From an optimization exercise on the open Yosys and OpenROAD flow, aimed at small area, a short achievable clock period and few clock cycles; shortcuts taken in it are not production practice.
In this exercise RTL edits were held to simulation tests only and were not proved equivalent to the original.

build 5:
==> module muldiv, before the edit <==
module muldiv (
    input  wire        clk,
    input  wire        rst,
    input  wire        start,
    input  wire        op,
    input  wire [31:0] a,
    input  wire [31:0] b,
    output reg         done,
    output reg         divby0,
    output wire [31:0] hi,
    output wire [31:0] lo
);
localparam IDLE = 3'd0, PREP = 3'd1, MSTEP = 3'd2, DSTEP = 3'd3, FIX1 = 3'd4, FIX2 = 3'd5;
reg  [2:0]  state;
reg  [31:0] H, L;
reg         Lx;           
reg  [32:0] Y;            
reg  [4:0]  cnt;          
reg         opr, an, bn, zq, swp;
reg         bs1, bs2, bs4, bsc, binv, bcin;
assign hi = H;
assign lo = L;
function [4:0] blen;
    input [31:0] v;
    integer i;
    begin
        blen = 5'd0;
        for (i = 0; i < 31; i = i + 1)
            if (v[i] ^ v[31]) blen = i + 1;
    end
endfunction
wire [4:0] lza = blen(a);
wire [4:0] lzb = blen(b);
wire       pa  = a[31] & ~|(~a[31:1] & a[30:0]);
wire [5:0] La  = {1'b0, lza} + {5'd0, pa};
wire [5:0] Lb  = {1'b0, lzb} | {5'd0, (lzb == 5'd0)};
wire [6:0] kd  = {1'b0, La} - {1'b0, Lb};
wire       zq_in  = kd[6];
wire       swp_in = (lza < lzb);
wire [4:0] lm     = swp_in ? lza : lzb;
wire       by0    = (b == 32'd0);
wire [35:0] Yx = {{3{Y[32]}}, Y};
wire [35:0] X  = ({36{bs1}} & Yx)
               | ({36{bs2}} & {Yx[34:0], 1'b0})
               | ({36{bs4}} & {Yx[33:0], 2'b00})
               | {34'd0, bsc, bsc};
wire [35:0] Bop = X ^ {36{binv}};
wire [35:0] Aop = {Lx, Lx, Lx, L, 2'b00};
wire [35:0] S   = Aop + Bop + {35'd0, bcin};
wire [4:0]  shamt = opr ? cnt : {~cnt[3:0], 1'b0};
wire [32:0] shin  = (opr | ~swp) ? Y : {L[31], L};
wire [32:0] shout = shin << shamt;
wire [29:0] Hsh = H[29:0];
wire [29:0] Hp1 = Hsh + 30'd1;
wire [29:0] Hm1 = Hsh - 30'd1;
wire [29:0] Hc  = (S[35:34] == 2'b01) ? Hp1 : (S[35:34] == 2'b11) ? Hm1 : Hsh;
reg  [29:0] mask;
integer mi;
always @(*) begin
    for (mi = 0; mi < 30; mi = mi + 1)
        mask[mi] = ({cnt, 1'b0} <= (6'd29 - mi));
end
wire [31:0] Hmul = {(mask & Hc) | (~mask & Hsh), S[33:32]};
function [2:0] booth;    
    input [2:0] x;
    begin
        booth[2] = x[1] ^ x[0];
        booth[1] = (x[2] & ~x[1] & ~x[0]) | (~x[2] & x[1] & x[0]);
        booth[0] = x[2] & ~(x[1] & x[0]);
    end
endfunction
wire [2:0] bprep = booth({shout[31:30], shout[29] & (cnt != 5'd0)});
wire [2:0] bstep = booth({H[29:28], H[27] & (cnt != 5'd1)});
wire nq  = an ^ bn;
wire sub = ~nq;
wire acc = ~(S[35] ^ an);
always @(posedge clk) begin
    if (rst) begin
        state  <= IDLE;
        done   <= 1'b0;
        divby0 <= 1'b0;
    end else begin
        done <= 1'b0;
        case (state)
            IDLE: if (start) begin
                divby0 <= op & by0;
                if (op & by0) begin
                    done <= 1'b1;
                end else begin
                    state <= PREP;
                end
            end
            PREP: begin
                if (!opr)      state <= MSTEP;
                else if (zq) begin
                    state <= IDLE;
                    done  <= 1'b1;
                end else       state <= DSTEP;
            end
            MSTEP: if (cnt == 5'd0) begin
                state <= IDLE;
                done  <= 1'b1;
            end
            DSTEP: if (cnt == 5'd0) state <= FIX1;
            FIX1: if (nq) state <= FIX2;
                  else begin
                      state <= IDLE;
                      done  <= 1'b1;
                  end
            FIX2: begin
                state <= IDLE;
                done  <= 1'b1;
            end
            default: state <= IDLE;
        endcase
    end
end
always @(posedge clk) begin
    {bs1, bs2, bs4, bsc, binv, bcin} <= 6'd0;
    case (state)
        IDLE: begin
            L   <= a;
            Lx  <= a[31];
            Y   <= {b[31], b};
            opr <= op;
            an  <= a[31];
            bn  <= b[31];
            zq  <= zq_in;
            swp <= swp_in;
            cnt <= op ? kd[4:0] : {1'b0, lm[4:1]};
            bsc  <= op & a[31] & ~zq_in;
            binv <= op & a[31] & ~zq_in;
        end
        PREP: begin
            if (!opr) begin
                H  <= shout[31:0];
                if (!swp) Y <= {L[31], L};
                L  <= 32'd0;
                Lx <= 1'b0;
                {bs1, bs2, binv} <= bprep;
                bcin <= bprep[0];
            end else if (zq) begin
                H  <= S[33:2];
                L  <= 32'd0;
            end else begin
                Y  <= shout;
                {Lx, L} <= S[34:2];
                H  <= {32{nq}};
                bs4  <= 1'b1;
                binv <= sub;
                bcin <= sub;
            end
        end
        MSTEP: begin
            H <= Hmul;
            L <= S[31:0];
            cnt <= cnt - 5'd1;
            {bs1, bs2, binv} <= bstep;
            bcin <= bstep[0];
        end
        DSTEP: begin
            if (acc) {Lx, L} <= S[34:2];
            H <= {H[30:0], acc ^ nq};
            Y <= {Y[32], Y[32:1]};
            cnt <= cnt - 5'd1;
            if (cnt == 5'd0) begin
                bsc  <= an;
                bcin <= an;
            end else begin
                bs4  <= 1'b1;
                binv <= sub;
                bcin <= sub;
            end
        end
        FIX1: begin
            H <= S[33:2];
            L <= H;
            bsc  <= 1'b1;
            bcin <= 1'b1;
        end
        FIX2: begin
            L <= S[33:2];
        end
        default: ;
    endcase
end
endmodule
Settings: LEC_CHECK=0, CAP_MARGIN=20, CORE_MARGIN=2, CORE_UTILIZATION=40, PLACE_DENSITY=0.6, SLEW_MARGIN=20; clock period 5.0 ns.
standard.sh (not shown) runs the stock make flow with config.mk's settings and CLKGATE_MAP_FILE= SYNTH_SCRIPT=/design/flow/synth_recipe.tcl, a recipe that flattens the netlist after the stock synthesis.
==> flow/flow/run.sh <==
#!/bin/bash
# The standard layout, with the smallest buffer on each port (the standard
# flow picks a delay cell). Each tool's own log stays under orfs/logs/.
set -euo pipefail
export BUFFER_PORTS_ARGS="-buffer_cell sky130_fd_sc_hd__buf_1"
bash standard.sh > flow.log 2>&1
Build 5 | status: complete | timing, DRC, antenna: pass
Testbench counts of build 5, summed over its fixed seeds: cycles 11,934.
## Diff of input files: build 94 against build 5
-- flow/design.v --
<<< build 5, line 40
wire [4:0] lm     = swp_in ? lza : lzb;
wire       by0    = (b == 32'd0);
wire [35:0] Yx = {{3{Y[32]}}, Y};
wire [35:0] X  = ({36{bs1}} & Yx)
>>> build 94, line 40
wire [4:0] lm     = swp_in ? lza : lzb;
wire       by0    = (b == 32'd0);
wire       zq0    = swp_in & ~pa;
wire [35:0] Yx = {{3{Y[32]}}, Y};
wire [35:0] X  = ({36{bs1}} & Yx)
<<< build 5, line 85
            IDLE: if (start) begin
                divby0 <= op & by0;
                if (op & by0) begin
                    done <= 1'b1;
                end else begin
>>> build 94, line 86
            IDLE: if (start) begin
                divby0 <= op & by0;
                if (op & (by0 | zq0)) begin
                    done <= 1'b1;
                end else begin
<<< build 5, line 120
    case (state)
        IDLE: begin
            L   <= a;
            Lx  <= a[31];
            Y   <= {b[31], b};
>>> build 94, line 121
    case (state)
        IDLE: begin
            H   <= a;
            L   <= a & {32{~(op & zq0)}};
            Lx  <= a[31];
            Y   <= {b[31], b};
Notes after the runs:
- Build 5 vs build 94, worst setup path endpoint: binv vs H[30]
- Going from build 5 to build 94, the growth of design area from synthesis to finish was found to have gone down by 0.74 points.
- Clock buffer count from CTS came out exactly the same in build 94 and build 5.
- Routed wire length was lower in the run labelled build 94.
- Per the comparison of build 94 with build 5, sequential portion of the cell area now sits higher, highest clock rate now sits lower, worst setup margin now sits lower.
- Taking build 5 as the reference, in build 94 number of cells on the worst reg-to-reg path lost 2; maximum level of the CTS H-tree neither gained nor lost much; area share of buffers outside the clock network neither gained nor lost much.
Testbench counts of build 94, summed over its fixed seeds: cycles 11,676.

## re-timing with driven ports
The flow's constraints put no driver on any port. The routed layouts listed below were extracted and timed again, unchanged, in two steps. Step 1 sets driving cells, clkbuf_16 on the clock port and buf_2 on the other inputs (assumed; they add their load-dependent delay and slew). Step 2 times the ports against the registers' clock, not the clock port: input delays grow and output delays shrink by t, the midpoint of the rising clock arrivals with the driver on. Slacks: ideal / step 1 / step 2; pairs: ideal / step 1.
run | t (ns) | setup slack, ns | worst hold slack (ns) | worst setup path after step 2 | clock arrival spread, ns
build 5 | 0.499 | 0.297 / 0.322 / -0.170 | 0.480 / 0.480 / 0.480 | input to register | 0.018 / 0.018
build 94 | 0.502 | 0.223 / 0.223 / -0.196 | 0.469 / 0.469 / 0.469 | input to register | 0.016 / 0.015
Met with ideal ports but missed after step 2: setup timing in build 5 and build 94. For build 5, which loses most, drivers alone change the setup slack by +0.025 ns; drivers and shift together by -0.467 ns.
